Background: an optimization exercise with open tools, aiming at small area. Do not read the settings as production practice.
The RTL was checked by simulation tests, not by an equivalence proof against the original design.
The clock input has no modelled driver; a real chip could not lean on it and would need a root buffer or a full tree.
Power figures rest on the tool's default switching activity, not on a simulated workload.

File: config.mk
export PLATFORM = sky130hd
export DESIGN_NAME = main
export DESIGN_NICKNAME = main
export VERILOG_FILES = /design/flow/design.v
export SDC_FILE = /design/flow/constraint.sdc
export NUM_CORES = 4
export LEC_CHECK = 0
export CAP_MARGIN = 20
export CORE_MARGIN = 2
export CORE_UTILIZATION = 35
export SLEW_MARGIN = 20
File: constraint.sdc
create_clock -name core_clock -period 20.0 [get_ports {CLK}]
set_input_delay 4.0000 -clock core_clock [delete_from_list [all_inputs] [get_ports {CLK}]]
set_output_delay 4.0000 -clock core_clock [all_outputs]
set_load 0.01 [all_outputs]
File: design.v
module main(
    input [1:0] A,
    input [1:0] B,
    output [1:0] S,
    input Cin,
    output Cout,
    input CLK,
    input RST,
    output [11:8] SF_D,
    output LCD_E,
    output LCD_RS,
    output LCD_RW,
    output LCD_Enable
    );
  assign LCD_Enable = 1'b1;
  assign LCD_RW = 1'b0;
  assign {Cout, S} = A + B + Cin;
  reg [11:0] h;
  reg [8:0] U;
  wire done = (U[8] & U[7]);
  wire [12:0] hcy;
  assign hcy[0] = 1'b1;
  genvar gi;
  generate for (gi = 0; gi < 12; gi = gi + 1) begin : hcg
    assign hcy[gi+1] = hcy[gi] & h[gi];
  end endgenerate
  wire hw = hcy[12];                         
  wire irr = (U[8] & U[6] & U[5] & U[4] & ~U[3] & ~U[2] & ~U[1] & U[0]);             
  wire [11:0] reload = irr ? 12'd255 : 12'd1091;
  wire [9:0] ucy;
  assign ucy[0] = hw;
  assign ucy[1] = hw & U[0] & ~done;
  generate for (gi = 1; gi < 9; gi = gi + 1) begin : ucg
    assign ucy[gi+1] = ucy[gi] & U[gi];
  end endgenerate
  wire lo = (h[11] | (h[9] | (h[8] | (h[7] | (h[5] | (h[4] & (h[3] & h[2])))))));
  wire eh = ((h[11] | (h[9] | (h[8] | (h[7] | (h[5] | (h[4] | h[3])))))) & ~lo) | ((h[11] | (h[9] | (h[8] | (h[7] & (h[6] | (h[5] | (h[4] | (h[3] & (h[2] & h[1]))))))))) & ~(h[11] | (h[9] | (h[8] | (h[7] & (h[6] | (h[5] & (h[4] | (h[3] | (h[2] & (h[1] & h[0])))))))))));
  wire cmd = (U[8] & U[6] & ~U[5] & U[4] & U[3] & U[2]);         
  wire clr = (U[8] & U[6] & U[5]);      
  wire wr = done & U[0];                     
  wire hold = wr & lo;                       
  wire [2:0] dat = U[3:1];
  always @(posedge CLK) begin
    if (RST) begin
      h <= 12'd1646;
      U <= 9'd27;
    end else begin
      h <= hw ? reload : h ^ hcy[11:0];
      U[0] <= U[0] ^ ucy[0];
      U[8:4] <= U[8:4] ^ ucy[8:4];
      if (done & ~hold) U[3:1] <= {Cout, S};
      else U[3:1] <= U[3:1] ^ ucy[3:1];
    end
  end
  wire p123 = ((~U[7] & ~U[6] & ~U[5] & U[4] & ~U[3] & U[2] & ~U[1] & ~U[0]) & ((h[11] & (h[10] & (h[9] | (h[8] & (h[7] | (h[6] & (h[5] | (h[4] | (h[3] & (h[2] | h[1])))))))))) & ~(h[11] & (h[10] & (h[9] | (h[8] & (h[7] | (h[6] & (h[5] | (h[4] & (h[3] | (h[2] & h[1])))))))))))) | ((U[8] & U[6] & ~U[5] & U[4] & U[3] & ~U[2] & ~U[1] & ~U[0]) & ((h[11] & (h[10] & (h[9] & (h[8] & (h[7] & (h[6] & (h[5] & (h[4] | (h[3] & (h[2] | h[1])))))))))) & ~(h[11] & (h[10] & (h[9] & (h[8] & (h[7] & (h[6] & (h[5] & (h[4] & (h[3] | (h[2] & h[1])))))))))))) | ((U[8] & U[6] & ~U[5] & U[4] & U[3] & ~U[2] & U[1] & ~U[0]) & ((h[11] & (h[10] & (h[9] | (h[8] | (h[7] | (h[6] | (h[5] | (h[4] | (h[3] | h[2]))))))))) & ~(h[11] & (h[10] & (h[9] | (h[8] | (h[7] | (h[6] | (h[5] | h[4])))))))));
  wire p4 = ((U[8] & U[6] & ~U[5] & U[4] & U[3] & ~U[2] & U[1] & U[0]) & ((h[11] & (h[10] | (h[9] | (h[8] | (h[7] | (h[6] | (h[5] & (h[4] | (h[3] | (h[2] | (h[1] & h[0]))))))))))) & ~(h[11] & (h[10] | (h[9] | (h[8] | (h[7] | (h[6] | (h[5] & (h[4] | (h[3] & (h[2] & (h[1] & h[0])))))))))))));
  wire d2 = ((U[8] & U[6] & ~U[5] & U[4] & U[3] & ~U[2] & U[1] & U[0]) & (h[11] & (h[10] | (h[9] | (h[8] | (h[7] | (h[6] | (h[5] & (h[4] | (h[3] | (h[2] | (h[1] & h[0])))))))))))) | ((U[8] & U[6] & ~U[5] & U[4] & U[3] & U[2] & ~U[1] & ~U[0]) & ~lo);    
  wire tail = (U[8] & U[6] & U[5] & U[4] & U[3] & U[2] & U[1] & U[0]) & (h[11] & (h[10] & (h[9] & (h[8] & (h[7] & (h[6] & (h[5] & (h[4] & (h[3] & (h[2] & h[1]))))))))));
  assign LCD_E = p123 | p4 | ((cmd | done) & eh);
  assign LCD_RS = wr;
  assign SF_D[11] = (cmd & lo & ~U[0]) | (done & ~U[0] & ~lo);
  assign SF_D[10] = (cmd & lo & (U[1] ^ U[0])) | (hold & dat[2]);
  assign SF_D[9] = p123 | d2 | ((U[8] & U[6] & ~U[5] & U[4] & U[3] & U[2] & ~U[1] & U[0]) & lo) | (wr & (~lo | dat[1]));
  assign SF_D[8] = p123 | ((U[8] & U[6] & ~U[5] & U[4] & U[3] & U[2] & U[1] & U[0]) & lo) | (clr & ~tail) | (wr & (~lo | dat[0]));
endmodule
File: flow/run.sh
#!/bin/bash
# Own layout flow: the standard flow (standard.sh) with these changes:
#  - synthesis maps the logic with several area-oriented ABC scripts (flow/abc_*.script) and keeps
#    the smallest result, without the adder-cell pre-mapping; the rest of synth_recipe.tcl
#    (register naming, flatten, rename) is unchanged;
#  - ports are buffered with sky130_fd_sc_hd__buf_1.
# make's full output goes to make.log here; ORFS's own per-step logs are under orfs/logs/.
set -euo pipefail
W=$PWD
F=$FLOW_HOME
sed 's#^  log_cmd abc {\*}\$abc_args$#  source '"$W"'/flow/portfolio.tcl#' \
  "$F/scripts/synth.tcl" > "$W/area_synth.tcl"
grep -q "flow/portfolio.tcl" "$W/area_synth.tcl"
sed "s#\$::env(SCRIPTS_DIR)/synth.tcl#$W/area_synth.tcl#" "$W/synth_recipe.tcl" > "$W/area_synth_recipe.tcl"
grep -q "area_synth.tcl" "$W/area_synth_recipe.tcl"
bash "$W/standard.sh" \
  SYNTH_SCRIPT="$W/area_synth_recipe.tcl" \
  ADDER_MAP_FILE= \
  BUFFER_PORTS_ARGS="-buffer_cell sky130_fd_sc_hd__buf_1" \
  finish > "$W/make.log" 2>&1
File: flow/abc_01.script
strash
&get -n
&st
&syn2
&dch -f
&nf -a -R 1000
&put
mfs2 -W 20 -M 10000
strash
&get -n
&st
&syn2
&dch -f
&nf -a -R 1000
&put
mfs2 -W 20 -M 10000
strash
&get -n
&st
&dch -f
&nf -a -R 1000
&put
File: flow/abc_02.script
strash
&get -n
&st
&syn2
&dch -f
&nf -a -R 1000
&put
mfs2
strash
&get -n
&st
&syn2
&dch -f
&nf -a -R 1000
&put
mfs2
strash
&get -n
&st
&syn2
&dch -f
&nf -a -R 1000
&put
mfs2
strash
&get -n
&st
&dch -f
&nf -a -R 1000
&put
File: flow/abc_03.script
strash
&get -n
&st
&syn2
&dch
&nf -a
&st
&syn2
&dch
&nf -a
&put
File: flow/abc_04.script
strash
&get -n
&st
&syn2
&dch
&nf -a
&st
&syn2
&dch
&nf -a
&st
&syn2
&dch
&nf -a
&put
File: flow/abc_05.script
strash
&get -n
&st
&syn2
&dch -f
&nf -a -R 1000
&put
mfs2
strash
&get -n
&st
&syn2
&dch -f
&nf -a -R 1000
&put
File: flow/abc_06.script
strash
dch
map -a
File: flow/abc_07.script
strash
&get -n
&st
&if -K 6 -a
&mfs
&st
&syn2
&dch
&nf -a
&put
File: flow/abc_08.script
strash
&get -n
&st
&dch -f
&nf -a -R 1000
&put
mfs2
strash
&get -n
&st
&syn2
&dch -f
&nf -a -R 1000
&put
mfs2
strash
&get -n
&st
&dch -f
&nf -a -R 1000
&put
File: flow/abc_09.script
strash
&get -n
&st
&dch -f
&nf -a -R 1000
&put
&get -n
&st
&dch -f
&nf -a -R 1000
&put
File: flow/abc_10.script
strash
&get -n
&st
&dch -f
&nf -a -R 1000
&put
mfs2
strash
&get -n
&st
&dch -f
&nf -a -R 1000
&put
File: flow/abc_11.script
strash
&get -n
&st
&dch -f
&nf -a -R 1000
&put
mfs2 -W 20 -M 10000
strash
&get -n
&st
&syn2
&dch -f
&nf -a -R 1000
&put
mfs2 -W 20 -M 10000
strash
&get -n
&st
&dch -f
&nf -a -R 1000
&put
File: flow/abc_12.script
strash
&get -n
&st
&syn2
&put
&get -n
&st
&dch -f
&nf -a -R 1000
&put
&get -n
&st
&dch -f
&nf -a -R 1000
&put
File: flow/abc_13.script
strash
&get -n
&st
&syn2
&put
&get -n
&st
&dch -f
&nf -a -R 1000
&put
mfs2
strash
&get -n
&st
&dch -f
&nf -a -R 1000
&put
File: flow/abc_14.script
strash
&get -n
&st
&syn2
&put
&get -n
&st
&dch -f
&nf -a -R 1000
&put
mfs2 -W 20 -M 10000
strash
&get -n
&st
&syn2
&dch -f
&nf -a -R 1000
&put
mfs2 -W 20 -M 10000
strash
&get -n
&st
&dch -f
&nf -a -R 1000
&put
File: flow/abc_15.script
strash
dc2
&get -n
&st
&dch -f
&nf -a -R 1000
&put
&get -n
&st
&dch -f
&nf -a -R 1000
&put
File: flow/abc_16.script
strash
dc2
&get -n
&st
&dch -f
&nf -a -R 1000
&put
mfs2
strash
&get -n
&st
&dch -f
&nf -a -R 1000
&put
File: flow/abc_17.script
strash
dc2
&get -n
&st
&dch -f
&nf -a -R 1000
&put
mfs2 -W 20 -M 10000
strash
&get -n
&st
&syn2
&dch -f
&nf -a -R 1000
&put
mfs2 -W 20 -M 10000
strash
&get -n
&st
&dch -f
&nf -a -R 1000
&put
File: flow/abc_18.script
strash
balance
rewrite
refactor
balance
rewrite
rewrite -z
balance
refactor -z
rewrite -z
balance
&get -n
&st
&dch -f
&nf -a -R 1000
&put
&get -n
&st
&dch -f
&nf -a -R 1000
&put
File: flow/abc_19.script
strash
balance
rewrite
refactor
balance
rewrite
rewrite -z
balance
refactor -z
rewrite -z
balance
&get -n
&st
&dch -f
&nf -a -R 1000
&put
mfs2
strash
&get -n
&st
&dch -f
&nf -a -R 1000
&put
File: flow/abc_20.script
strash
balance
rewrite
refactor
balance
rewrite
rewrite -z
balance
refactor -z
rewrite -z
balance
&get -n
&st
&dch -f
&nf -a -R 1000
&put
mfs2 -W 20 -M 10000
strash
&get -n
&st
&syn2
&dch -f
&nf -a -R 1000
&put
mfs2 -W 20 -M 10000
strash
&get -n
&st
&dch -f
&nf -a -R 1000
&put
File: flow/abc_21.script
strash
&get -n
&st
&syn3
&put
&get -n
&st
&dch -f
&nf -a -R 1000
&put
&get -n
&st
&dch -f
&nf -a -R 1000
&put
File: flow/abc_22.script
strash
&get -n
&st
&syn3
&put
&get -n
&st
&dch -f
&nf -a -R 1000
&put
mfs2
strash
&get -n
&st
&dch -f
&nf -a -R 1000
&put
File: flow/abc_23.script
strash
&get -n
&st
&syn3
&put
&get -n
&st
&dch -f
&nf -a -R 1000
&put
mfs2 -W 20 -M 10000
strash
&get -n
&st
&syn2
&dch -f
&nf -a -R 1000
&put
mfs2 -W 20 -M 10000
strash
&get -n
&st
&dch -f
&nf -a -R 1000
&put
File: flow/abc_24.script
strash
&get -n
&st
&dc2
&put
&get -n
&st
&dch -f
&nf -a -R 1000
&put
&get -n
&st
&dch -f
&nf -a -R 1000
&put
File: flow/abc_25.script
strash
&get -n
&st
&dc2
&put
&get -n
&st
&dch -f
&nf -a -R 1000
&put
mfs2
strash
&get -n
&st
&dch -f
&nf -a -R 1000
&put
File: flow/abc_26.script
strash
&get -n
&st
&dc2
&put
&get -n
&st
&dch -f
&nf -a -R 1000
&put
mfs2 -W 20 -M 10000
strash
&get -n
&st
&syn2
&dch -f
&nf -a -R 1000
&put
mfs2 -W 20 -M 10000
strash
&get -n
&st
&dch -f
&nf -a -R 1000
&put
File: flow/portfolio.tcl
set pf_dir [file dirname [info script]]
set pf_scripts [lsort [glob $pf_dir/abc_*.script]]
design -save pf_pre
set pf_best ""
set pf_best_area 1e18
foreach pf_s $pf_scripts {
  design -load pf_pre
  log_cmd abc {*}[lreplace $abc_args 1 1 $pf_s]
  set pf_stat [tee -q -s result.string stat {*}$lib_args]
  if {![regexp {Chip area for module[^:]*:\s+([0-9.]+)} $pf_stat -> pf_area]} { error "portfolio: no area for $pf_s" }
  puts "portfolio: $pf_s area $pf_area"
  if {$pf_area < $pf_best_area} {
    set pf_best_area $pf_area
    set pf_best $pf_s
    design -save pf_best
  }
}
design -load pf_best
puts "portfolio: chose $pf_best (area $pf_best_area)"
File: standard.sh
#!/bin/bash
# synth_recipe.tcl (not shown) runs the flow's synth.tcl, then flattens the netlist and writes it again
# the make line also repeats each setting of config.mk as NAME=value (left out here)
make -C /OpenROAD-flow-scripts/flow DESIGN_CONFIG=/design/flow/config.mk WORK_HOME=/design/flow/orfs CLKGATE_MAP_FILE= SYNTH_SCRIPT=/design/flow/synth_recipe.tcl "${@:-finish}"
==> results of run 1 <==
-- report_power, final --
part	internal, mW	switching (mW)
Clock	0.00776	0.0129
Sequential	0.0432	0.00289
Combinational	0.00383	0.00536
Total	0.0548	0.0211
-- Yosys cell counts (3+ instances only) --
cell     instances
a31oi_1          4
and2_0           3
nor4_1           3
nand3_1          9
nor2_1          20
xnor2_1          7
nand2_1         16
a21oi_1         22
nor3_1          14
and3_1           7
dfxtp_1         21
o21ai_0          9
-- metal layers --
| layer | track usage, % | up-vias |
|---|---|---|
| met5 | 0 | - |
| met4 | 6.67 | 0 |
| met3 | 1.08 | 4 |
| met2 | 26.2 | 40 |
| met1 | 20.5 | 604 |
| li1 | - | 638 |
-- worst max-delay path by stage --
stage | from | end | slack, ns | depth (start not counted)
detailed placement | Cin | S[1] | 10.66 | 5
CTS | Cin | S[1] | 10.66 | 5
finish | Cin | S[1] | 10.68 | 5
global placement | Cin | S[1] | 10.73 | 5
global route | B[0] | S[1] | 10.57 | 5
floorplan | Cin | S[1] | 10.82 | 3
-- flip-flops by register name, indices dropped and copies added (netlist names) --
name and cells:
U 9, h 12
-- cell type report --
class                           instances  area [sq um]
Fill cell                             364          1980
Multi-Input combinational cell        140           771
Sequential cell                        21           420
Tap cell                               46          57.6
Timing Repair Buffer                   15          56.3
Clock buffer                            4          26.3
Inverter                                1          3.75
-- cell families after synthesis --
logic type	count (synthesis)	synth area share [%]
AOI/OAI and AO/OA	47	22.6
adders and majority gates	2	1.66
DFF	21	34.9
other	2	0.624
xor gates and xnor gates	7	5.09
and+or+nand+nor	82	33.6
buffers and inverters	3	1.56
-- per-stage QoR --
stage	total power, mW	utilization, %
global placement	0.0557	39.3
detailed placement	0.0559	39.5
floorplan	0.0528	-
finish	0.0759	40.3
global route	0.0800	40.3
CTS	0.0766	40.3
==> impl_metrics.yaml, run 1 <==
outcome:
  status: "no timing/DRC/antenna violations"
cells_and_area:
  final_cell_mix: "a21oi_1, dfxtp_1, nor2_1"
  final_cell_area_sq_um: 1340
  drive_gt1_share_pct: 2.21
  areaGrowthSynthToFinish_pct: 10.9
  final_common_cell: "a21oi_1"
  instances_no_fill: 227
  nets: 189
  n_antenna_cell: 0
critical_path:
  start_kind: "input pin"
  cp_cell_sequence: "buf_1 -> maj3_1 -> maj3_1 -> o21ai_0 -> buf_1"
  slowest_stage: "maj3_1"
  rrSetupSlack_ns: 17.43
  cp_num_buf_inv: 2
  cp_data_required_time_ns: 16.00
  r2r_cells: 8
  crit_fanout: 4
  end_kind: "primary output"
  r2r_end: "U[7]"
  arrival_ns: 5.32
  timing.rr.start: "h[5]"
  cp_slowest_stage_delay_ns: 0.41
  worst-setup-path-type: "input pin to primary output"
  cp_top_family: "adder cells"
min_path:
  whs_endpoint: "h[0]"
  whs_path_depth: 1
  min_path_type: "register to register"
  min-delay-start: "h[0]"
placement:
  place_congestion: 0.899
  dp_hpwl_um: 2170
  dpl-instance-area_sq_um: 1310
  port_buffers: 15
  placed_cells: 223
  dp_slack_ns: 10.66
logic_synthesis:
  synth_top_area_cell: "dfxtp_1"
  synth.area.top_cells: "dfxtp_1, a21oi_1, nor2_1"
  synthCells: 164
  async_flop_share_pct: 0
  synth_cell_types: 32
  ys_warn_count: 1
  synth-seq-cells: 21
  avgSynthCellArea_sq_um: 7.34
  ys_seq_area_share_pct: 34.9
  syn_area_sq_um: 1200
  synth-edff-count: 0
  synth_top_area_share_pct: 34.9
  synthFlopType: "dfxtp_1"
die:
  dieArea_sq_um: 3920
  start_util_pct: 36.4
  die_h_um: 62.6
  die_w_um: 62.6
  rows: 21
  core_area_sq_um: 3310
  io_pins: 18
clock_network:
  ctsHoldBuffers: 0
  cts_buffers: 3
  clockBufferDepth: 2
  clock-sinks: 21
  root_buffer: "clkbuf_4"
  htreeDepth: 1
  cts_tree: "built"
  cts_resized: 0
  cts_setup_buffers: 0
  clk_pin_slew_ns: 0.12
  clk_latency_ns: 0.30
timing:
  worst_slew_pin_slew_ns: 0.765
  fin_skew_ns: 0.00625
  setup_slack_ns: 10.68
  rsz0062_at_grt: "false"
  slew-limit-headroom_pct: 48.6
  fin_crit_sh_pct: 46.6
  fin_tns_setup_ns: 0
  period_minus_slack_ns: 9.32
  hold_viol: 0
  maxSlewViolCount: 0
  setup_violations: 0
  holdWs_ns: 0.538
  fmax_mhz: 107
global_route:
  grt_overflow: 0
  grt_pass1_wl_um: 5140
  grt_usage_pct: 15.6
  antenna_found_initial: 0
  grt_max_degree: 18
  grt_pass1_vias: 1190
routing:
  wl_met3_um: 115
  dr.pass1.iters: 6
  postRouteAntennaNets: 0
  drt_iter0_markers: 81
  via_per_inst: 5.67
  remaining_drc_errors: 0
  post_drt_wl_per_cell_um: 13.2
  num_vias: 1286
  met2_length_um: 1480
  highest_layer: "met4"
  drt-met1-wl_um: 1350
  finalWirelength_um: 3000
power_and_ir_drop:
  leakagePower_nw: 0.466
  vdd_drop_max_mv: 0.0195
  p_per_area_nw_per_um2: 56.8
run:
  drv_cap: 0
==> run 2: changes to the inputs <==
--- a/flow/run.sh
+++ b/flow/run.sh
@@ -4,5 +4,7 @@
 #    the smallest result, without the adder-cell pre-mapping; the rest of synth_recipe.tcl
 #    (register naming, flatten, rename) is unchanged;
-#  - ports are buffered with sky130_fd_sc_hd__buf_1.
+#  - ports are buffered with sky130_fd_sc_hd__buf_1;
+#  - after clock tree synthesis, flow/collapse.tcl replaces the tree with one clock buffer that
+#    drives every flip-flop (POST_CTS_TCL hook of ORFS's cts.tcl).
 # make's full output goes to make.log here; ORFS's own per-step logs are under orfs/logs/.
 set -euo pipefail
@@ -18,3 +20,4 @@
   ADDER_MAP_FILE= \
   BUFFER_PORTS_ARGS="-buffer_cell sky130_fd_sc_hd__buf_1" \
+  POST_CTS_TCL="$W/flow/collapse.tcl" \
   finish > "$W/make.log" 2>&1
==> flow/collapse.tcl (new file) <==
# POST_CTS_TCL hook: collapse the clock tree that CTS built into a single buffer. The buffer the
# clock port drives (the tree's root) then drives every flip-flop clock pin itself; the other
# clock buffers and the tree's dummy loads are removed. All registers keep one common clock
# buffer, so no register's clock arrives earlier or later than another's.
set clk_port_net [get_nets CLK]
if {[llength $clk_port_net] != 1} { error "collapse: no net CLK" }
set root_pin ""
foreach p [get_pins -of_objects $clk_port_net] {
  if {[get_property $p direction] == "input"} { lappend root_pin $p }
}
if {[llength $root_pin] != 1} { error "collapse: clock port drives [llength $root_pin] pins" }
set root [get_cells -of_objects $root_pin]
set root_out [get_nets -of_objects [get_pins -of_objects $root -filter "direction==output"]]
puts "collapse: root [get_full_name $root] ([get_property $root ref_name]) net [get_full_name $root_out]"
set removed 0
set moved 0
while {1} {
  set again 0
  foreach p [get_pins -of_objects $root_out] {
    if {[get_property $p direction] != "input"} { continue }
    set c [get_cells -of_objects $p]
    set ref [get_property $c ref_name]
    if {[string match "sky130_fd_sc_hd__clkbuf_*" $ref] || [string match "sky130_fd_sc_hd__clkinv*" $ref]} {
      set outs [get_pins -of_objects $c -filter "direction==output"]
      if {[string match "*clkinv*" $ref]} {
        # a dummy load: an inverter whose output drives nothing
        if {[llength [get_pins -of_objects [get_nets -of_objects $outs] -filter "direction==input"]] != 0} { error "collapse: inverter $ref in the clock tree drives logic" }
        delete_instance $c
        incr removed
        set again 1
        continue
      }
      set n [get_nets -of_objects $outs]
      foreach q [get_pins -of_objects $n] {
        if {[get_property $q direction] != "input"} { continue }
        disconnect_pin $n $q
        connect_pin $root_out $q
        incr moved
      }
      disconnect_pin $root_out $p
      delete_instance $c
      delete_net $n
      incr removed
      set again 1
    }
  }
  if {!$again} { break }
}
puts "collapse: removed $removed clock-tree cells, moved $moved pins"
proc collapse_max_clk_slew {} {
  set w 0
  foreach p [get_pins -of_objects [get_cells *] -filter "is_clock==1"] {
    foreach e {rise fall} {
      set s [get_property $p slew_max_$e]
      if {$s > $w} { set w $s }
    }
  }
  return $w
}
foreach cell {sky130_fd_sc_hd__clkbuf_8 sky130_fd_sc_hd__clkbuf_16} {
  replace_cell $root $cell
  estimate_parasitics -placement
  set w [collapse_max_clk_slew]
  puts "collapse: $cell gives a clock-pin slew of $w"
  if {$w < 0.095} { break }
}
# The buffer may have grown: legalize the placement again.
detailed_placement
check_placement -verbose
estimate_parasitics -placement
puts "collapse: final clock-pin slew [collapse_max_clk_slew]"
==> run 2 against run 1 <==
Against the previous run:
- still clean on timing, DRC and antenna
- combinational power about the same
- sequential power about the same
- first-iteration DRC count grew 23%
- routed wire length grew 0.63%
- clock-buffer cell count decreased by 3
- clock power about the same
- via count fell by 0.39%
- sequential share of layout area barely moved
- critical path type unchanged
- largest cell class unchanged
==> impl_metrics.yaml, run 2 <==
run:
  drv_cap: 0
cells_and_area:
  largestRegisters: "h x12, U x9"
  seq_area_sq_um: 420
  n_fill_cell: 364
  drive_gt1_share_pct: 1.12
  n_antenna_cell: 0
  final_cell_mix: "a21oi_1, dfxtp_1, nor2_1"
  regMostFlops: "h"
  largest_register_ffs: 12
  nets: 187
  multi_input_area_sq_um: 771
  instances_no_fill: 224
  areaGrowthSynthToFinish_pct: 10.8
  final_common_cell: "a21oi_1"
critical_path:
  crit_fanout: 4
  r2r_cells: 8
  start_kind: "input pin"
  cp_top_family: "adder cells"
  end_kind: "primary output"
  path_depth: 5
  arrival_ns: 5.32
  cp_cell_sequence: "buf_1 -> maj3_1 -> maj3_1 -> o21ai_0 -> buf_1"
  slowest_stage: "maj3_1"
  cp_data_required_time_ns: 16.00
  worst-setup-path-type: "input pin to primary output"
  cp_num_buf_inv: 2
  cp_slowest_stage_delay_ns: 0.41
timing:
  fmax_mhz: 107
  fin_skew_ns: 0.00147
  fin_tns_setup_ns: 0
  slew-limit-headroom_pct: 48.7
  hold_viol: 0
  worst_slew_pin_slew_ns: 0.763
  fin_crit_sh_pct: 46.6
  maxSlewViolCount: 0
  setup_violations: 0
  period_minus_slack_ns: 9.32
  rsz0062_at_grt: "false"
outcome:
  status: "no timing/DRC/antenna violations"
die:
  die_w_um: 62.6
  rows: 21
  die_h_um: 62.6
  dieArea_sq_um: 3920
  io_pins: 18
  core_area_sq_um: 3310
  start_util_pct: 36.4
logic_synthesis:
  yosysMostFrequentCell: "a21oi_1"
  synth_cell_types: 32
  synthCells: 164
  synth_top_area_share_pct: 34.9
  synthFlopType: "dfxtp_1"
  synth.area.top_cells: "dfxtp_1, a21oi_1, nor2_1"
  avgSynthCellArea_sq_um: 7.34
  async_flop_share_pct: 0
  synth_top_area_cell: "dfxtp_1"
  synth-seq-cells: 21
  syn_area_sq_um: 1200
  ys_seq_area_share_pct: 34.9
  synth_common_cells: "a21oi_1, dfxtp_1, nor2_1"
  synth-edff-count: 0
  ys_warn_count: 1
routing:
  dr.pass1.iters: 7
  post_drt_wl_per_cell_um: 13.5
  finalWirelength_um: 3020
  postRouteAntennaNets: 0
  remaining_drc_errors: 0
  drt_iter0_markers: 100
  via_per_inst: 5.72
  num_vias: 1281
placement:
  placed_cells: 223
  port_buffers: 15
  dp_hpwl_um: 2170
  place_congestion: 0.899
power_and_ir_drop:
  combinationalPowerShare_pct: 12.1
  p_per_area_nw_per_um2: 56.9
  p_sw_mw: 0.0197
  power_frac_seq_pct: 60.6
  internal_power_mw: 0.0561
  clock_power_share_pct: 27.2
  vdd_drop_max_mv: 0.0304
  p_sw_share_pct: 26.0
  leakagePower_nw: 0.463
  p_total_mw: 0.0759
global_route:
  grt_usage_pct: 17.5
  grt_pass1_wl_um: 5090
  antenna_found_initial: 0
  grt_overflow: 0
  grt_max_degree: 22
  grt_pass1_vias: 1170
clock_network:
  clock-sinks: 21
  clk_latency_ns: 0.15
  clk_pin_slew_ns: 0.09
min_path:
  whs_path_depth: 1
  min_path_type: "register to register"
## run 2: cell count changes in the layout (fill, tap and decap cells not counted), sizes merged
cell | before | now
clkbuf | 4 | 1
## run 2: layout make-up
cell class / instances / area share [%]
clock buffers: 1 / 1.88
flip-flops and latches: 21 / 31.5
well taps: 46 / 4.32
inverters: 1 / 0.281
multi-input cells: 140 / 57.8
repair buffers: 15 / 4.22
## run 2: worst register-to-register path: cells and delay by family, from the launching register on
| family | cells | cell delay [ns] |
|---|---|---|
| AND/OR/NAND/NOR | 6 | 1.74 |
| AO/OA/AOI/OAI | 2 | 0.23 |
| flip-flops | 1 | 0.51 |
## run 2: final timing paths
check	slack (ns)	from	end
min reg2reg	0.53	h[0]	h[0]
max reg2reg	17.42	h[5]	U[7]
max	10.68	Cin	S[1]
min	0.53	h[0]	h[0]
## run 2: routing by layer
layer	vias to the layer above	global-route usage, %	routed length, um
met3	10	1.62	198
met1	594	23.8	1320
li1	630	-	-
met5	-	0	0
met4	0	4.72	76
met2	47	29.7	1420
## run 2: per-stage QoR
step | hold slack (ns) | worst slack (ns) | area (sq um) | util, %
floorplan | 0.465 | 10.82 | 1200 | -
global placement | 0.499 | 10.73 | 1300 | 39.3
detailed placement | 0.517 | 10.66 | 1310 | 39.5
global route | 0.563 | 10.57 | 1330 | 40.3
finish | 0.530 | 10.68 | 1330 | 40.3
## run 2: power by group through the flow
stage | Clock [mW] | Sequential [mW] | Combinational, mW
5_1_grt | 0.0226 | 0.0463 | 0.0101
2_1_floorplan | 0 | 0.0460 | 0.00684
3_3_place_gp | 0 | 0.0468 | 0.00884
3_5_place_dp | 0 | 0.0468 | 0.00916
6_report | 0.0207 | 0.0460 | 0.00921
## run 2: cells by family after synthesis
logic type | synth area share (%)
AOI/OAI and AO/OA | 22.6
buffers and inverters | 1.56
DFF | 34.9
other | 0.624
adders and majority gates | 1.66
xor gates and xnor gates | 5.09
and+or+nand+nor | 33.6
==> run 3: changes to the inputs <==
--- a/design.v
+++ b/design.v
@@ -26,5 +26,5 @@
   end endgenerate
   wire hw = hcy[12];                         
-  wire irr = (U[8] & U[6] & U[5] & U[4] & ~U[3] & ~U[2] & ~U[1] & U[0]);             
+  wire irr = (U[8] & U[6] & ~U[5] & U[4] & U[3] & U[2] & U[1] & U[0]);             
   wire [11:0] reload = irr ? 12'd255 : 12'd1091;
   wire [9:0] ucy;
--- a/config.mk
+++ b/config.mk
@@ -8,4 +8,5 @@
 export CAP_MARGIN = 20
 export CORE_MARGIN = 2
-export CORE_UTILIZATION = 35
+export CORE_UTILIZATION = 65
+export PLACE_DENSITY = 0.8
 export SLEW_MARGIN = 20
==> run 3 against run 2 <==
Against the previous run:
- still clean on timing, DRC and antenna
- sequential cell count unchanged
- register-to-register slack improved by 0.25 ns
- critical path depth unchanged
- non-clock buffer count increased by 1
- clock power decreased by 6%
- cell count decreased by 9.4%
- via count increased by 1.4%
- clock skew about the same
- sequential share of layout area increased by 0.88 points
- design area decreased by 2.7%
- power decreased by 3.2%
- maximum frequency increased by 0.13%
- largest power group unchanged
- highest routed layer unchanged
==> impl_metrics.yaml, run 3 <==
outcome:
  status: "no timing/DRC/antenna violations"
power_and_ir_drop:
  p_total_mw: 0.0735
  vdd_drop_max_mv: 0.0646
  p_per_area_nw_per_um2: 56.6
  p_sw_share_pct: 24.5
  combinationalPowerShare_pct: 10.9
  power_frac_seq_pct: 62.7
  clock_power_share_pct: 26.4
  internal_power_mw: 0.0555
  p_sw_mw: 0.0180
  leakagePower_nw: 0.435
cells_and_area:
  largestRegisters: "h x12, U x9"
  drive_gt1_share_pct: 1.12
  nets: 187
  instances_no_fill: 203
  n_antenna_cell: 0
  regMostFlops: "h"
  final_common_cell: "dfxtp_1"
  areaGrowthSynthToFinish_pct: 8.81
  largest_register_ffs: 12
  utilization_pct: 75.1
  final_cell_area_sq_um: 1300
  final_cell_mix: "dfxtp_1, nand2_1, nor2_1"
global_route:
  grt_max_degree: 22
  antenna_found_initial: 0
  grt_overflow: 0
  grt_pass1_wl_um: 4420
  grt_usage_pct: 30.7
  grt_pass1_vias: 1048
routing:
  num_vias: 1299
  postRouteAntennaNets: 0
  dr.pass1.iters: 6
  finalWirelength_um: 2820
  remaining_drc_errors: 0
  post_drt_wl_per_cell_um: 13.9
  via_per_inst: 6.40
  drt_iter0_markers: 123
critical_path:
  crit_fanout: 4
  worst-setup-path-type: "input pin to primary output"
  start_kind: "input pin"
  arrival_ns: 5.30
  cp_data_required_time_ns: 16.00
  end_kind: "primary output"
  r2r_cells: 6
logic_synthesis:
  async_flop_share_pct: 0
  avgSynthCellArea_sq_um: 7.32
  synth_top_area_cell: "dfxtp_1"
  synth-edff-count: 0
  synth.area.top_cells: "dfxtp_1, a21oi_1, nand2_1"
  synth_common_cells: "dfxtp_1, nand2_1, nor2_1"
  ys_seq_area_share_pct: 35.3
  synth-seq-cells: 21
  ys_warn_count: 1
  yosysMostFrequentCell: "dfxtp_1"
  synth_cell_types: 34
  synthFlopType: "dfxtp_1"
  synthCells: 163
  synth_top_area_share_pct: 35.3
  syn_area_sq_um: 1190
die:
  rows: 15
  die_w_um: 46.8
  start_util_pct: 69.1
  core_area_sq_um: 1730
  dieArea_sq_um: 2190
  io_pins: 18
  die_h_um: 46.8
placement:
  dp_hpwl_um: 1990
  place_congestion: 0.911
  port_buffers: 15
  dpl-instance-area_sq_um: 1270
  placed_cells: 202
  dp_slack_ns: 10.71
min_path:
  whs_path_depth: 2
  min_path_type: "register to register"
clock_network:
  clk_pin_slew_ns: 0.08
  clk_latency_ns: 0.15
  clock-sinks: 21
timing:
  hold_viol: 0
  period_minus_slack_ns: 9.30
  setup_violations: 0
  fin_skew_ns: 0.00151
  rsz0062_at_grt: "false"
  maxSlewViolCount: 0
  fin_tns_setup_ns: 0
  fin_crit_sh_pct: 46.5
  worst_slew_pin_slew_ns: 0.740
  holdWs_ns: 0.550
  slew-limit-headroom_pct: 50.6
  setup_slack_ns: 10.70
  fmax_mhz: 107
run:
  drv_cap: 0
run 3: power by group through the flow:
stage	Sequential, mW	Clock, mW	Combinational (mW)
after floorplan	0.0461	0	0.00575
after global placement	0.0468	0	0.00740
after detailed placement	0.0469	0	0.00778
after global routing	0.0463	0.0209	0.00901
final	0.0460	0.0194	0.00798
run 3: path summary, 6_finish.rpt:
check | startpoint | slack (ns) | to
min reg2reg | U[5] | 0.55 | U[5]
max | Cin | 10.70 | S[1]
min | U[5] | 0.55 | U[5]
max reg2reg | h[2] | 17.67 | U[2]
run 3: kinds of logic (layout without fill, tap and decap cells):
| group | after synthesis | count (layout) | synth area share, % |
|---|---|---|---|
| flip-flops | 21 | 21 | 35.3 |
| AO/OA/AOI/OAI | 41 | 41 | 20.1 |
| XOR/XNOR | 9 | 9 | 6.61 |
| AND/OR/NAND/NOR | 83 | 83 | 33.5 |
| other | 2 | 2 | 0.630 |
| adder cells (fa/ha/maj) | 2 | 2 | 1.68 |
| buffers and inverters | 5 | 20 | 2.20 |
run 3: metal layers:
| layer | wire length, um | global-route usage (%) |
|---|---|---|
| met5 | 0 | 0 |
| met4 | 90 | 12.8 |
| met3 | 234 | 2.69 |
| met2 | 1280 | 48.2 |
| met1 | 1210 | 43.4 |
run 3: critical path, stage by stage:
cell and delay [ns]:
buf_1 0.10, maj3_1 0.41, maj3_1 0.40, o21ai_0 0.22, buf_1 0.18
run 3: cell type report:
type | count | area [sq um]
fillers | 160 | 429
clock buffers | 1 | 25.0
repair buffers | 16 | 63.8
multi-input cells | 137 | 746
inverters | 3 | 11.3
flip-flops and latches | 21 | 420
well taps | 25 | 31.3
==> run 4: changes to the inputs <==
--- a/config.mk
+++ b/config.mk
@@ -8,5 +8,5 @@
 export CAP_MARGIN = 20
 export CORE_MARGIN = 2
-export CORE_UTILIZATION = 65
-export PLACE_DENSITY = 0.8
+export CORE_UTILIZATION = 50
+export PLACE_DENSITY = 0.7
 export SLEW_MARGIN = 20
==> run 4 against run 3 <==
Against the previous run:
- clock skew up 0.0031 ns
- first-iteration DRC count down 45%
- register-to-register slack gained 0.11 ns
- clock power grew 3%
- combinational power shrank 1%
- routed wire length is 1.9% lower
- worst hold slack got worse by 0.037 ns
- maximum frequency down 0.13%
- largest power group unchanged
- largest cell class unchanged
- core utilization shrank 17 points
- die area grew 27%
==> impl_metrics.yaml, run 4 <==
logic_synthesis:
  synth-edff-count: 0
  synthFlopType: "dfxtp_1"
  synth_common_cells: "dfxtp_1, nand2_1, nor2_1"
  syn_area_sq_um: 1190
  synth_cell_types: 34
  synth.area.top_cells: "dfxtp_1, a21oi_1, nand2_1"
  async_flop_share_pct: 0
  ys_seq_area_share_pct: 35.3
  synth-seq-cells: 21
  ys_warn_count: 1
  synth_top_area_cell: "dfxtp_1"
  yosysMostFrequentCell: "dfxtp_1"
  avgSynthCellArea_sq_um: 7.32
  synthCells: 163
  synth_top_area_share_pct: 35.3
critical_path:
  cp_cell_sequence: "buf_1 -> maj3_1 -> maj3_1 -> o21ai_0 -> buf_1"
  timing.rr.start: "h[1]"
  start_kind: "input pin"
  worst-setup-path-type: "input pin to primary output"
  end_kind: "primary output"
  crit_fanout: 4
  arrival_ns: 5.32
  cp-startpoint: "Cin"
  cp_data_required_time_ns: 16.00
  rrSetupSlack_ns: 17.78
  endpoint: "S[1]"
  r2r_end: "U[7]"
  cp_slowest_stage_delay_ns: 0.41
  slowest_stage: "maj3_1"
  r2r_cells: 7
die:
  start_util_pct: 53.4
  io_pins: 18
  rows: 17
  die_w_um: 52.8
  dieArea_sq_um: 2790
  core_area_sq_um: 2230
  die_h_um: 52.8
clock_network:
  clk_pin_slew_ns: 0.08
  clock-sinks: 21
  clk_latency_ns: 0.15
timing:
  setup_violations: 0
  fin_tns_setup_ns: 0
  rsz0062_at_grt: "false"
  worst_slew_pin_slew_ns: 0.735
  fmax_mhz: 107
  period_minus_slack_ns: 9.32
  hold_viol: 0
  fin_crit_sh_pct: 46.6
  maxSlewViolCount: 0
  slew-limit-headroom_pct: 51.0
  fin_skew_ns: 0.00461
cells_and_area:
  regMostFlops: "h"
  n_fill_cell: 222
  areaGrowthSynthToFinish_pct: 9.13
  largest_register_ffs: 12
  utilization_pct: 58.3
  n_antenna_cell: 0
  drive_gt1_share_pct: 1.12
  final_common_cell: "dfxtp_1"
  nets: 187
  final_cell_mix: "dfxtp_1, nand2_1, nor2_1"
  largestRegisters: "h x12, U x9"
min_path:
  min_path_type: "register to register"
routing:
  postRouteAntennaNets: 0
  post_drt_wl_per_cell_um: 13.5
  drt_iter0_markers: 68
  via_per_inst: 6.10
  finalWirelength_um: 2770
  remaining_drc_errors: 0
  dr.pass1.iters: 5
  num_vias: 1256
global_route:
  gr-usage-met1_pct: 33.8
  grt_usage_pct: 23.4
  antenna_found_initial: 0
  grt_busiest_layer: "met2"
  met3_usage_pct: 2.86
  use_met2_pct: 36.5
  grt_max_degree: 22
  grt_pass1_vias: 966
  grt_pass1_wl_um: 4370
  grt_overflow: 0
power_and_ir_drop:
  vdd_drop_max_mv: 0.0421
  leakagePower_nw: 0.435
  p_per_area_nw_per_um2: 56.7
outcome:
  status: "no timing/DRC/antenna violations"
run:
  drv_cap: 0
placement:
  dp_hpwl_um: 1950
  place_congestion: 0.876
  port_buffers: 15
==> run 4: metrics by stage <==
stage | instance area (sq um) | instances | setup WS (ns) | total power [mW] | hold slack (ns)
6_report | 1300 | 206 | 10.68 | 0.0737 | 0.513
5_1_grt | 1300 | 206 | 10.61 | 0.0764 | 0.523
3_5_place_dp | 1280 | 205 | 10.69 | 0.0546 | 0.486
3_3_place_gp | 1280 | 205 | 10.73 | 0.0544 | 0.475
2_1_floorplan | 1190 | 163 | 10.82 | 0.0519 | 0.454
==> run 4: area by class of cell <==
cell class	instances	area [sq um]	share of cell area, %
multi-input combinational	137	746	57.3
sequential	21	420	32.3
timing repair buffer	16	63.8	4.90
tap	28	35.0	2.69
clock buffer	1	25.0	1.92
inverter	3	11.3	0.865
==> run 4: how the worst min path moves through the flow <==
stage	startpoint	to	slack [ns]	cells past startpoint
floorplan	h[0]	h[0]	0.45	1
global placement	h[0]	h[0]	0.47	1
detailed placement	h[0]	h[0]	0.49	1
global route	h[0]	h[0]	0.52	1
finish	h[0]	h[0]	0.51	1
==> run 4: layer usage <==
| metal | wire length [um] | up-vias |
|---|---|---|
| met1 | 1320 | 576 |
| met5 | 0 | - |
| li1 | - | 624 |
| met3 | 179 | 6 |
| met2 | 1230 | 50 |
| met4 | 40 | 0 |
==> run 4: worst max-delay path, delay by kind of cell <==
family	cells	cell delay, ns
adder cells (fa/ha/maj)	2	0.81
buffers and inverters	2	0.28
AO/OA/AOI/OAI	1	0.22
==> run 4: cells by family (layout without fill, tap and decap cells) <==
kind of cell	after synthesis	after routing	share of synthesized area (%)
xor+xnor	9	9	6.61
other cells	2	2	0.630
fa+ha+maj	2	2	1.68
compound gates	41	41	20.1
simple gates	83	83	33.5
buf+inv	5	20	2.20
flops	21	21	35.3
==> run 4: power breakdown <==
group          total (mW)  internal, mW  switching (mW)
Combinational     0.00789       0.00326         0.00463
Clock              0.0199       0.00912          0.0107
Sequential         0.0460        0.0431         0.00286
Total              0.0737        0.0555          0.0182
==> run 5: changes to the inputs <==
--- a/config.mk
+++ b/config.mk
@@ -8,5 +8,4 @@
 export CAP_MARGIN = 20
 export CORE_MARGIN = 2
-export CORE_UTILIZATION = 50
-export PLACE_DENSITY = 0.7
+export CORE_UTILIZATION = 35
 export SLEW_MARGIN = 20
==> run 5 against run 4 <==
Against the previous run:
- sequential power about the same
- worst setup slack got worse by 0.033 ns
- core utilization decreased by 18 points
- clock skew is 0.0027 ns lower
- clock power about the same
- still clean on timing, DRC and antenna
- critical path depth unchanged
- combinational power is essentially flat
==> impl_metrics.yaml, run 5 <==
outcome:
  status: "no timing/DRC/antenna violations"
placement:
  dp_slack_ns: 10.66
  port_buffers: 15
  dp_hpwl_um: 2070
  place_congestion: 0.851
logic_synthesis:
  yosysMostFrequentCell: "dfxtp_1"
  synth-edff-count: 0
  synth.area.top_cells: "dfxtp_1, a21oi_1, nand2_1"
  ys_warn_count: 1
  ys_seq_area_share_pct: 35.3
  synth_cell_types: 34
  synth-seq-cells: 21
  synth_top_area_share_pct: 35.3
  synth_top_area_cell: "dfxtp_1"
  synth_common_cells: "dfxtp_1, nand2_1, nor2_1"
  async_flop_share_pct: 0
  synthCells: 163
  avgSynthCellArea_sq_um: 7.32
  syn_area_sq_um: 1190
  synthFlopType: "dfxtp_1"
power_and_ir_drop:
  vdd_drop_max_mv: 0.0291
  p_per_area_nw_per_um2: 55.7
  leakagePower_nw: 0.435
cells_and_area:
  nets: 187
  largest_register_ffs: 12
  final_cell_mix: "dfxtp_1, nand2_1, nor2_1"
  regMostFlops: "h"
  areaGrowthSynthToFinish_pct: 11.0
  final_common_cell: "dfxtp_1"
  n_antenna_cell: 0
  drive_gt1_share_pct: 1.12
  largestRegisters: "h x12, U x9"
  utilization_pct: 40.0
critical_path:
  arrival_ns: 5.35
  cp_data_required_time_ns: 16.00
  cp_cell_sequence: "buf_1 -> maj3_1 -> maj3_1 -> o21ai_0 -> buf_1"
  cp_top_family: "adder cells"
  worst-setup-path-type: "input pin to primary output"
  start_kind: "input pin"
  slowest_stage: "maj3_1"
  cp_num_buf_inv: 2
  end_kind: "primary output"
  cp_slowest_stage_delay_ns: 0.41
  crit_fanout: 4
run:
  drv_cap: 0
routing:
  post_drt_wl_per_cell_um: 12.1
  remaining_drc_errors: 0
  num_vias: 1243
  drt_iter0_markers: 120
  dr.pass1.iters: 4
  via_per_inst: 5.55
  postRouteAntennaNets: 0
  finalWirelength_um: 2720
global_route:
  grt_pass1_wl_um: 4730
  grt_usage_pct: 16.3
  grt_max_degree: 22
  antenna_found_initial: 0
  grt_overflow: 0
  grt_pass1_vias: 1078
die:
  io_pins: 18
  die_w_um: 62.4
  dieArea_sq_um: 3890
  rows: 21
  die_h_um: 62.4
  start_util_pct: 36.0
  core_area_sq_um: 3310
clock_network:
  clock-sinks: 21
  clk_latency_ns: 0.15
  clk_pin_slew_ns: 0.08
timing:
  fin_crit_sh_pct: 46.7
  worst_slew_pin_slew_ns: 0.747
  holdWs_ns: 0.500
  rsz0062_at_grt: "false"
  setup_violations: 0
  fmax_mhz: 107
  setup_slack_ns: 10.65
  maxSlewViolCount: 0
  fin_tns_setup_ns: 0
  slew-limit-headroom_pct: 50.2
  fin_skew_ns: 0.00188
  hold_viol: 0
  period_minus_slack_ns: 9.35
min_path:
  min_path_type: "register to register"
## run 5: metrics by stage
step	total power [mW]	instances	area [sq um]
final	0.0737	224	1320
after global routing	0.0777	224	1320
after detailed placement	0.0547	223	1300
after global placement	0.0546	223	1300
after floorplan	0.0519	163	1190
## run 5: area by class of cell
type / count / area [sq um]
flip-flops and latches: 21 / 420
repair buffers: 16 / 63.8
inverters: 3 / 11.3
multi-input cells: 137 / 746
well taps: 46 / 57.6
fillers: 378 / 1990
clock buffers: 1 / 25.0
## run 5: cells by family (layout without fill, tap and decap cells)
group	Yosys count	in the layout	share of synthesized area [%]
adder cells (fa/ha/maj)	2	2	1.68
flip-flops	21	21	35.3
XOR/XNOR	9	9	6.61
buffers and inverters	5	20	2.20
AND/OR/NAND/NOR	83	83	33.5
other	2	2	0.630
AO/OA/AOI/OAI	41	41	20.1
## run 5: worst paths after layout
kind          end  slack (ns)  depth (start not counted)  from
max          S[1]       10.65                          5   Cin
min          h[0]        0.50                          1  h[0]
max reg2reg  U[7]       17.79                          7  h[2]
min reg2reg  h[0]        0.50                          1  h[0]
## run 5: per-layer routing
layer	track usage [%]	routed length, um	vias up
met5	0	0	-
met4	3.61	19	0
met3	2.52	224	2
met2	26.0	1220	54
met1	23.5	1260	556
li1	-	-	631
## run 5: report_power, final
group	internal [mW]	total [mW]	switching, mW
registers	0.0431	0.0459	0.00281
logic	0.00326	0.00787	0.00461
clock network	0.00912	0.0199	0.0107
total	0.0555	0.0737	0.0182
==> run 6: changes to the inputs <==
--- a/config.mk
+++ b/config.mk
@@ -9,3 +9,4 @@
 export CORE_MARGIN = 2
 export CORE_UTILIZATION = 35
+export GPL_TIMING_DRIVEN = 0
 export SLEW_MARGIN = 20
==> run 6 against run 5 <==
Against the previous run:
- register-to-register slack lost 0.42 ns
- design area rose by 0.57%
- via count grew 2.4%
- worst setup slack improved by 0.017 ns
- highest routed layer unchanged
- sequential power about the same
- die area stayed put
- critical endpoint unchanged
- routed wire length rose by 4.2%
- worst hold slack better by 0.016 ns
- sequential share of layout area is 0.18 points lower
- still clean on timing, DRC and antenna
- combinational power rose by 3.8%
==> impl_metrics.yaml, run 6 <==
outcome:
  status: "no timing/DRC/antenna violations"
critical_path:
  cp_slowest_stage_delay_ns: 0.41
  r2r_cells: 7
  crit_fanout: 4
  timing.rr.start: "h[3]"
  slowest_stage: "maj3_1"
  cp-startpoint: "Cin"
  worst-setup-path-type: "input pin to primary output"
  path_depth: 5
  cp_cell_sequence: "buf_1 -> maj3_1 -> maj3_1 -> o21ai_0 -> buf_1"
  end_kind: "primary output"
  arrival_ns: 5.33
  cp_data_required_time_ns: 16.00
  r2r_end: "U[2]"
  rrSetupSlack_ns: 17.37
  cp_num_buf_inv: 2
  cp_top_family: "adder cells"
  endpoint: "S[1]"
  start_kind: "input pin"
power_and_ir_drop:
  leakagePower_nw: 0.439
  p_total_mw: 0.0744
  vdd_drop_max_mv: 0.0272
  p_per_area_nw_per_um2: 55.9
cells_and_area:
  utilization_pct: 40.2
  multi_input_area_sq_um: 746
  seq_area_sq_um: 420
  n_fill_cell: 349
  final_cell_area_sq_um: 1330
  regMostFlops: "h"
  areaGrowthSynthToFinish_pct: 11.6
  n_antenna_cell: 0
  largest_register_ffs: 12
  nets: 188
  final_common_cell: "dfxtp_1"
  largestRegisters: "h x12, U x9"
  drive_gt1_share_pct: 1.68
  final_cell_mix: "dfxtp_1, nand2_1, nor2_1"
global_route:
  grt_pass1_vias: 1093
  grt_overflow: 0
  grt_max_degree: 22
  grt_usage_pct: 16.4
  antenna_found_initial: 0
  grt_pass1_wl_um: 4860
logic_synthesis:
  synth-seq-cells: 21
  synth_cell_types: 34
  synthFlopType: "dfxtp_1"
  synthCells: 163
  syn_area_sq_um: 1190
  ys_warn_count: 1
  ys_seq_area_share_pct: 35.3
  synth_common_cells: "dfxtp_1, nand2_1, nor2_1"
  yosysMostFrequentCell: "dfxtp_1"
  synth_top_area_share_pct: 35.3
  synth.area.top_cells: "dfxtp_1, a21oi_1, nand2_1"
  async_flop_share_pct: 0
  synth_top_area_cell: "dfxtp_1"
  synth-edff-count: 0
  avgSynthCellArea_sq_um: 7.32
timing:
  fin_tns_setup_ns: 0
  worst_slew_pin_slew_ns: 1.02
  setup_slack_ns: 10.67
  rsz0062_at_grt: "false"
  fmax_mhz: 107
  fin_crit_sh_pct: 46.7
  slew-limit-headroom_pct: 31.1
  maxSlewViolCount: 0
  fin_skew_ns: 0.000504
  setup_violations: 0
  hold_viol: 0
  period_minus_slack_ns: 9.33
routing:
  drt_iter0_markers: 197
  via_per_inst: 5.66
  finalWirelength_um: 2830
  postRouteAntennaNets: 0
  dr.pass1.iters: 5
  post_drt_wl_per_cell_um: 12.6
  remaining_drc_errors: 0
  num_vias: 1273
die:
  core_area_sq_um: 3310
  io_pins: 18
  die_w_um: 62.4
  start_util_pct: 36.0
  die_h_um: 62.4
  rows: 21
  dieArea_sq_um: 3890
clock_network:
  clk_pin_slew_ns: 0.09
  clock-sinks: 21
  clk_latency_ns: 0.15
placement:
  port_buffers: 15
  dp_hpwl_um: 2050
  place_congestion: 0.831
  dp_slack_ns: 10.67
  dpl-instance-area_sq_um: 1310
run:
  drv_cap: 0
min_path:
  min_path_type: "register to register"
[run 6: changes by cell type in the layout (fill, tap and decap cells not counted)]
cell	before	now
buf_4	1	2
[run 6: worst min-delay path by stage]
stage                     startpoint    to  slack (ns)  depth (start not counted)
after floorplan                 h[0]  h[0]        0.45                          1
after global placement          h[0]  h[0]        0.48                          1
after detailed placement        h[0]  h[0]        0.50                          1
after global routing            h[0]  h[0]        0.55                          1
final                           h[0]  h[0]        0.52                          1
[run 6: cell families (layout without fill, tap and decap cells)]
kind of cell	Yosys count	in the layout	synth area share, %
and+or+nand+nor	83	83	33.5
AOI/OAI and AO/OA	41	41	20.1
DFF	21	21	35.3
xor gates and xnor gates	9	9	6.61
buffers and inverters	5	21	2.20
adders and majority gates	2	2	1.68
other	2	2	0.630
[run 6: where the power goes]
part | switching [mW] | total [mW] | internal [mW] | leakage [nW]
clock | 0.0110 | 0.0201 | 0.00913 | 0.0123
sequential | 0.00296 | 0.0461 | 0.0431 | 0.171
combinational | 0.00467 | 0.00817 | 0.00351 | 0.256
total | 0.0186 | 0.0744 | 0.0558 | 0.439
[run 6: layer usage]
| layer | up-vias | part of all wire (%) | global-route usage [%] |
|---|---|---|---|
| met3 | 6 | 9.0 | 2.52 |
| li1 | 627 | - | - |
| met2 | 72 | 43 | 26.8 |
| met5 | - | 0 | 0 |
| met1 | 568 | 46 | 23.0 |
| met4 | 0 | 1.6 | 3.89 |
[run 6: metrics by stage]
| step | instances | hold slack (ns) |
|---|---|---|
| 6_report | 225 | 0.517 |
| 5_1_grt | 225 | 0.552 |
| 3_5_place_dp | 224 | 0.501 |
| 3_3_place_gp | 224 | 0.480 |
| 2_1_floorplan | 163 | 0.454 |
[run 6: area by class of cell]
| class | instances | share of cell area [%] |
|---|---|---|
| inverter | 3 | 0.846 |
| tap | 46 | 4.32 |
| buffer | 2 | 1.13 |
| multi-input combinational | 137 | 56.0 |
| sequential | 21 | 31.6 |
| clock buffer | 1 | 1.88 |
| timing repair buffer | 15 | 4.23 |
==> run 7: changes to the inputs <==
--- a/flow/run.sh
+++ b/flow/run.sh
@@ -19,4 +19,5 @@
   SYNTH_SCRIPT="$W/area_synth_recipe.tcl" \
   ADDER_MAP_FILE= \
+  REMOVE_ABC_BUFFERS=1 \
   BUFFER_PORTS_ARGS="-buffer_cell sky130_fd_sc_hd__buf_1" \
   POST_CTS_TCL="$W/flow/collapse.tcl" \
==> run 7 against run 6 <==
Against the previous run:
- design area is 0.66% lower
- highest routed layer unchanged
- clock power is 4% lower
- largest power group unchanged
- combinational power is 3.4% lower
- synthesized area stayed put
- maximum frequency is 0.28% lower
- sequential power hardly changed
- first-iteration DRC count is 47% lower
==> impl_metrics.yaml, run 7 <==
outcome:
  status: "no timing/DRC/antenna violations"
routing:
  num_vias: 1269
  finalWirelength_um: 2890
  via_per_inst: 5.69
  dr.pass1.iters: 4
  postRouteAntennaNets: 0
  drt_iter0_markers: 104
  post_drt_wl_per_cell_um: 13.0
  remaining_drc_errors: 0
power_and_ir_drop:
  p_per_area_nw_per_um2: 55.4
  clock_power_share_pct: 26.4
  p_sw_mw: 0.0178
  p_sw_share_pct: 24.2
  leakagePower_nw: 0.430
  vdd_drop_max_mv: 0.0324
  p_total_mw: 0.0732
  combinationalPowerShare_pct: 10.8
  power_frac_seq_pct: 62.8
  internal_power_mw: 0.0555
critical_path:
  timing.rr.start: "h[5]"
  cp_slowest_stage_delay_ns: 0.41
  arrival_ns: 5.36
  end_kind: "primary output"
  r2r_end: "U[2]"
  start_kind: "input pin"
  slowest_stage: "maj3_1"
  crit_fanout: 4
  r2r_cells: 7
  cp_data_required_time_ns: 16.00
  cp_cell_sequence: "buf_1 -> maj3_1 -> maj3_1 -> o21ai_0 -> buf_1"
  rrSetupSlack_ns: 17.66
  worst-setup-path-type: "input pin to primary output"
cells_and_area:
  nets: 186
  largestRegisters: "h x12, U x9"
  final_common_cell: "dfxtp_1"
  largest_register_ffs: 12
  regMostFlops: "h"
  n_antenna_cell: 0
  drive_gt1_share_pct: 1.13
  instances_no_fill: 223
  utilization_pct: 39.9
  final_cell_area_sq_um: 1320
  n_fill_cell: 354
  final_cell_mix: "dfxtp_1, nand2_1, nor2_1"
  areaGrowthSynthToFinish_pct: 10.9
global_route:
  antenna_found_initial: 0
  grt_usage_pct: 16.7
  grt_pass1_vias: 1083
  grt_overflow: 0
  grt_max_degree: 22
  grt_pass1_wl_um: 4960
run:
  drv_cap: 0
clock_network:
  clock-sinks: 21
  clk_latency_ns: 0.15
  clk_pin_slew_ns: 0.08
logic_synthesis:
  avgSynthCellArea_sq_um: 7.32
  synthFlopType: "dfxtp_1"
  synth_common_cells: "dfxtp_1, nand2_1, nor2_1"
  synth_top_area_share_pct: 35.3
  synth_top_area_cell: "dfxtp_1"
  syn_area_sq_um: 1190
  synth_cell_types: 34
  synth.area.top_cells: "dfxtp_1, a21oi_1, nand2_1"
  synth-edff-count: 0
  ys_seq_area_share_pct: 35.3
  yosysMostFrequentCell: "dfxtp_1"
  async_flop_share_pct: 0
  synthCells: 163
  ys_warn_count: 1
  synth-seq-cells: 21
timing:
  fin_tns_setup_ns: 0
  holdWs_ns: 0.514
  maxSlewViolCount: 0
  rsz0062_at_grt: "false"
  slew-limit-headroom_pct: 50.7
  fin_skew_ns: 0.00304
  fmax_mhz: 107
  period_minus_slack_ns: 9.36
  setup_violations: 0
  worst_slew_pin_slew_ns: 0.740
  hold_viol: 0
  fin_crit_sh_pct: 46.8
  setup_slack_ns: 10.64
placement:
  dpl-instance-area_sq_um: 1290
  dp_hpwl_um: 2100
  placed_cells: 222
  dp_slack_ns: 10.64
  port_buffers: 15
  place_congestion: 0.851
die:
  rows: 21
  die_w_um: 62.4
  die_h_um: 62.4
  start_util_pct: 36.0
  io_pins: 18
  core_area_sq_um: 3310
  dieArea_sq_um: 3890
min_path:
  min_path_type: "register to register"
  whs_path_depth: 1
  whs_endpoint: "h[0]"
  min-delay-start: "h[0]"
==> run 7: cell counts after synthesis <==
No cell type changed its count.
==> run 7: routing by layer <==
layer | GRT usage [%] | wire length [um] | vias up
li1 | - | - | 626
met1 | 23.8 | 1350 | 587
met2 | 27.6 | 1310 | 54
met3 | 2.16 | 210 | 2
met4 | 2.78 | 20 | 0
met5 | 0 | 0 | -
==> run 7: cell families after synthesis <==
family / synth area share, %
fa+ha+maj: 1.68
xor+xnor: 6.61
compound gates: 20.1
simple gates: 33.5
flops: 35.3
other cells: 0.630
buf+inv: 2.20
==> run 7: worst max path at each step <==
stage / start / endpoint / slack [ns] / depth (start not counted)
floorplan: Cin / S[1] / 10.82 / 3
global placement: Cin / S[1] / 10.68 / 5
detailed placement: Cin / S[1] / 10.64 / 5
global route: Cin / S[1] / 10.54 / 5
finish: Cin / S[1] / 10.64 / 5
==> run 7: layout make-up <==
| type | instances | area [sq um] | area share, % |
|---|---|---|---|
| multi-input combinational | 137 | 752 | 56.9 |
| sequential | 21 | 420 | 31.8 |
| tap | 46 | 57.6 | 4.35 |
| timing repair buffer | 15 | 56.3 | 4.26 |
| clock buffer | 1 | 25.0 | 1.89 |
| inverter | 3 | 11.3 | 0.851 |
==> run 7: critical path: cells and delay by family <==
family                     cells  cell delay [ns]
buffers and inverters          2             0.28
adders and majority gates      2             0.82
AOI/OAI and AO/OA              1             0.26
==> run 7: power groups by stage <==
stage                     logic [mW]  clock network [mW]  registers [mW]
after detailed placement     0.00783                   0          0.0469
after floorplan              0.00546                   0          0.0461
after global routing         0.00893              0.0220          0.0465
after global placement       0.00762                   0          0.0469
final                        0.00789              0.0193          0.0460
==> run 8: changes to the inputs <==
--- a/flow/run.sh
+++ b/flow/run.sh
@@ -19,5 +19,4 @@
   SYNTH_SCRIPT="$W/area_synth_recipe.tcl" \
   ADDER_MAP_FILE= \
-  REMOVE_ABC_BUFFERS=1 \
   BUFFER_PORTS_ARGS="-buffer_cell sky130_fd_sc_hd__buf_1" \
   POST_CTS_TCL="$W/flow/collapse.tcl" \
--- a/config.mk
+++ b/config.mk
@@ -6,7 +6,6 @@
 export NUM_CORES = 4
 export LEC_CHECK = 0
-export CAP_MARGIN = 20
+export CAP_MARGIN = 0
 export CORE_MARGIN = 2
 export CORE_UTILIZATION = 35
-export GPL_TIMING_DRIVEN = 0
-export SLEW_MARGIN = 20
+export SLEW_MARGIN = 0
==> run 8 against run 7 <==
Against the previous run:
- routed wire length shrank 6.1%
- first-iteration DRC count rose by 15%
- non-clock buffer count rose by 1
- synthesized cell count did not move
- still clean
- worst setup slack improved by 0.0097 ns
- critical path depth unchanged
==> impl_metrics.yaml, run 8 <==
global_route:
  grt_usage_pct: 16.3
  antenna_found_initial: 0
  grt_pass1_vias: 1078
  grt_max_degree: 22
  grt_pass1_wl_um: 4730
  grt_overflow: 0
power_and_ir_drop:
  vdd_drop_max_mv: 0.0291
  p_total_mw: 0.0737
  leakagePower_nw: 0.435
  p_per_area_nw_per_um2: 55.7
placement:
  dp_hpwl_um: 2070
  place_congestion: 0.851
  port_buffers: 15
critical_path:
  slowest_stage: "maj3_1"
  cp_cell_sequence: "buf_1 -> maj3_1 -> maj3_1 -> o21ai_0 -> buf_1"
  end_kind: "primary output"
  cp_data_required_time_ns: 16.00
  cp_slowest_stage_delay_ns: 0.41
  start_kind: "input pin"
  arrival_ns: 5.35
  rrSetupSlack_ns: 17.79
  worst-setup-path-type: "input pin to primary output"
  crit_fanout: 4
die:
  die_w_um: 62.4
  rows: 21
  io_pins: 18
  die_h_um: 62.4
  dieArea_sq_um: 3890
  core_area_sq_um: 3310
  start_util_pct: 36.0
timing:
  fin_tns_setup_ns: 0
  fin_skew_ns: 0.00188
  hold_viol: 0
  worst_slew_pin_slew_ns: 0.747
  setup_violations: 0
  rsz0062_at_grt: "false"
  fin_crit_sh_pct: 46.7
  period_minus_slack_ns: 9.35
  fmax_mhz: 107
  maxSlewViolCount: 0
  slew-limit-headroom_pct: 50.2
logic_synthesis:
  synth.area.top_cells: "dfxtp_1, a21oi_1, nand2_1"
  synth_fa_ha_area_share_pct: 1.68
  async_flop_share_pct: 0
  synth_cell_types: 34
  synth_compound_area_share_pct: 20.1
  synthCells: 163
  synth_top_family_by_area: "simple AND/OR/NAND/NOR gates"
  yosysMostFrequentCell: "dfxtp_1"
  syn_area_sq_um: 1190
  synth-seq-cells: 21
  synth-xor-area-share_pct: 6.61
  ys_warn_count: 1
  synth_common_cells: "dfxtp_1, nand2_1, nor2_1"
  ys_seq_area_share_pct: 35.3
  synthMuxAreaShare_pct: 0
  synth_top_area_cell: "dfxtp_1"
  synth-edff-count: 0
  synthSimpleGateAreaFrac_pct: 33.5
  synthFlopType: "dfxtp_1"
  synth_top_area_share_pct: 35.3
  avgSynthCellArea_sq_um: 7.32
cells_and_area:
  n_antenna_cell: 0
  regMostFlops: "h"
  largestRegisters: "h x12, U x9"
  areaGrowthSynthToFinish_pct: 11.0
  final_common_cell: "dfxtp_1"
  nets: 187
  drive_gt1_share_pct: 1.12
  final_cell_mix: "dfxtp_1, nand2_1, nor2_1"
  largest_register_ffs: 12
routing:
  dr.pass1.iters: 4
  met2_length_um: 1220
  wl_met3_um: 224
  drt-met1-wl_um: 1260
  via_per_inst: 5.55
  num_vias: 1243
  finalWirelength_um: 2720
  highest_layer: "met4"
  post_drt_wl_per_cell_um: 12.1
  remaining_drc_errors: 0
  drt_iter0_markers: 120
  postRouteAntennaNets: 0
clock_network:
  clk_latency_ns: 0.15
  clock-sinks: 21
  clk_pin_slew_ns: 0.08
outcome:
  status: "no timing/DRC/antenna violations"
min_path:
  min_path_type: "register to register"
run:
  drv_cap: 0
[run 8: cell counts after synthesis]
No cell type changed its count.
[run 8: cell families after synthesis]
group	count (synthesis)
other cells	2
compound gates	41
flops	21
buf+inv	5
fa+ha+maj	2
xor+xnor	9
simple gates	83
[run 8: per-stage QoR]
stage               setup slack (ns)  area, sq um  utilization, %  hold slack (ns)  cells
finish                         10.65         1320            40.0            0.500    224
global placement               10.73         1300            39.2            0.481    223
floorplan                      10.82         1190               -            0.454    163
global route                   10.58         1320            40.0            0.544    224
detailed placement             10.66         1300            39.2            0.485    223
[run 8: path summary, 6_finish.rpt]
check,startpoint,endpoint,cells past startpoint
max,Cin,S[1],5
min,h[0],h[0],1
max reg2reg,h[2],U[7],7
min reg2reg,h[0],h[0],1
[run 8: per-layer routing]
layer	vias to the layer above	global-route usage, %
li1	631	-
met1	556	23.5
met2	54	26.0
met3	2	2.52
met4	0	3.61
met5	-	0
[run 8: layout make-up]
type,instances,area [sq um]
sequential,21,420
inverter,3,11.3
fill,378,1990
timing repair buffer,16,63.8
multi-input combinational,137,746
clock buffer,1,25.0
tap,46,57.6
[run 8: power breakdown]
group          internal, mW  switching, mW  total [mW]
logic               0.00326        0.00461     0.00787
clock network       0.00912         0.0107      0.0199
registers            0.0431        0.00281      0.0459
total                0.0555         0.0182      0.0737
[run 8: critical path, delay by kind of cell]
family          cells  cell delay, ns
buf+inv             2            0.28
compound gates      1            0.25
fa+ha+maj           2            0.82

## re-timing with driven ports
The results above use ideal ports. As a check the final layouts listed here were re-extracted and re-timed, cells and wires unchanged. Step 1, drivers: a clkbuf_16 drives CLK and a buf_2 each remaining input, both assumed. Step 2, shift: input delay + t, output delay - t, t = (earliest + latest rising clock arrival at the registers) / 2. This alone moves slack from input paths to output paths. a / b / c = ideal ports / drivers / drivers and shift; a / b = the first two.
run	shift t [ns]	setup WS [ns]	clock arrival spread, ns	worst register clock-pin slew, ns
run 1	0.317	10.683 / 10.663 / 10.663	0.006 / 0.006	0.12 / 0.12
run 2	0.180	10.684 / 10.663 / 10.663	0.002 / 0.002	0.09 / 0.09
run 3	0.172	10.696 / 10.676 / 10.676	0.001 / 0.001	0.08 / 0.08
run 4	0.174	10.683 / 10.663 / 10.663	0.005 / 0.005	0.08 / 0.08
run 5	0.178	10.650 / 10.628 / 10.628	0.001 / 0.002	0.08 / 0.08
run 6	0.179	10.667 / 10.647 / 10.647	0.001 / 0.000	0.09 / 0.09
run 7	0.173	10.641 / 10.618 / 10.618	0.003 / 0.003	0.08 / 0.08
run 8	0.178	10.650 / 10.628 / 10.628	0.001 / 0.002	0.08 / 0.08
After both steps setup and hold are still met in every run listed. For run 7, which loses most, drivers alone change the setup slack by -0.023 ns; drivers and shift together by -0.023 ns.
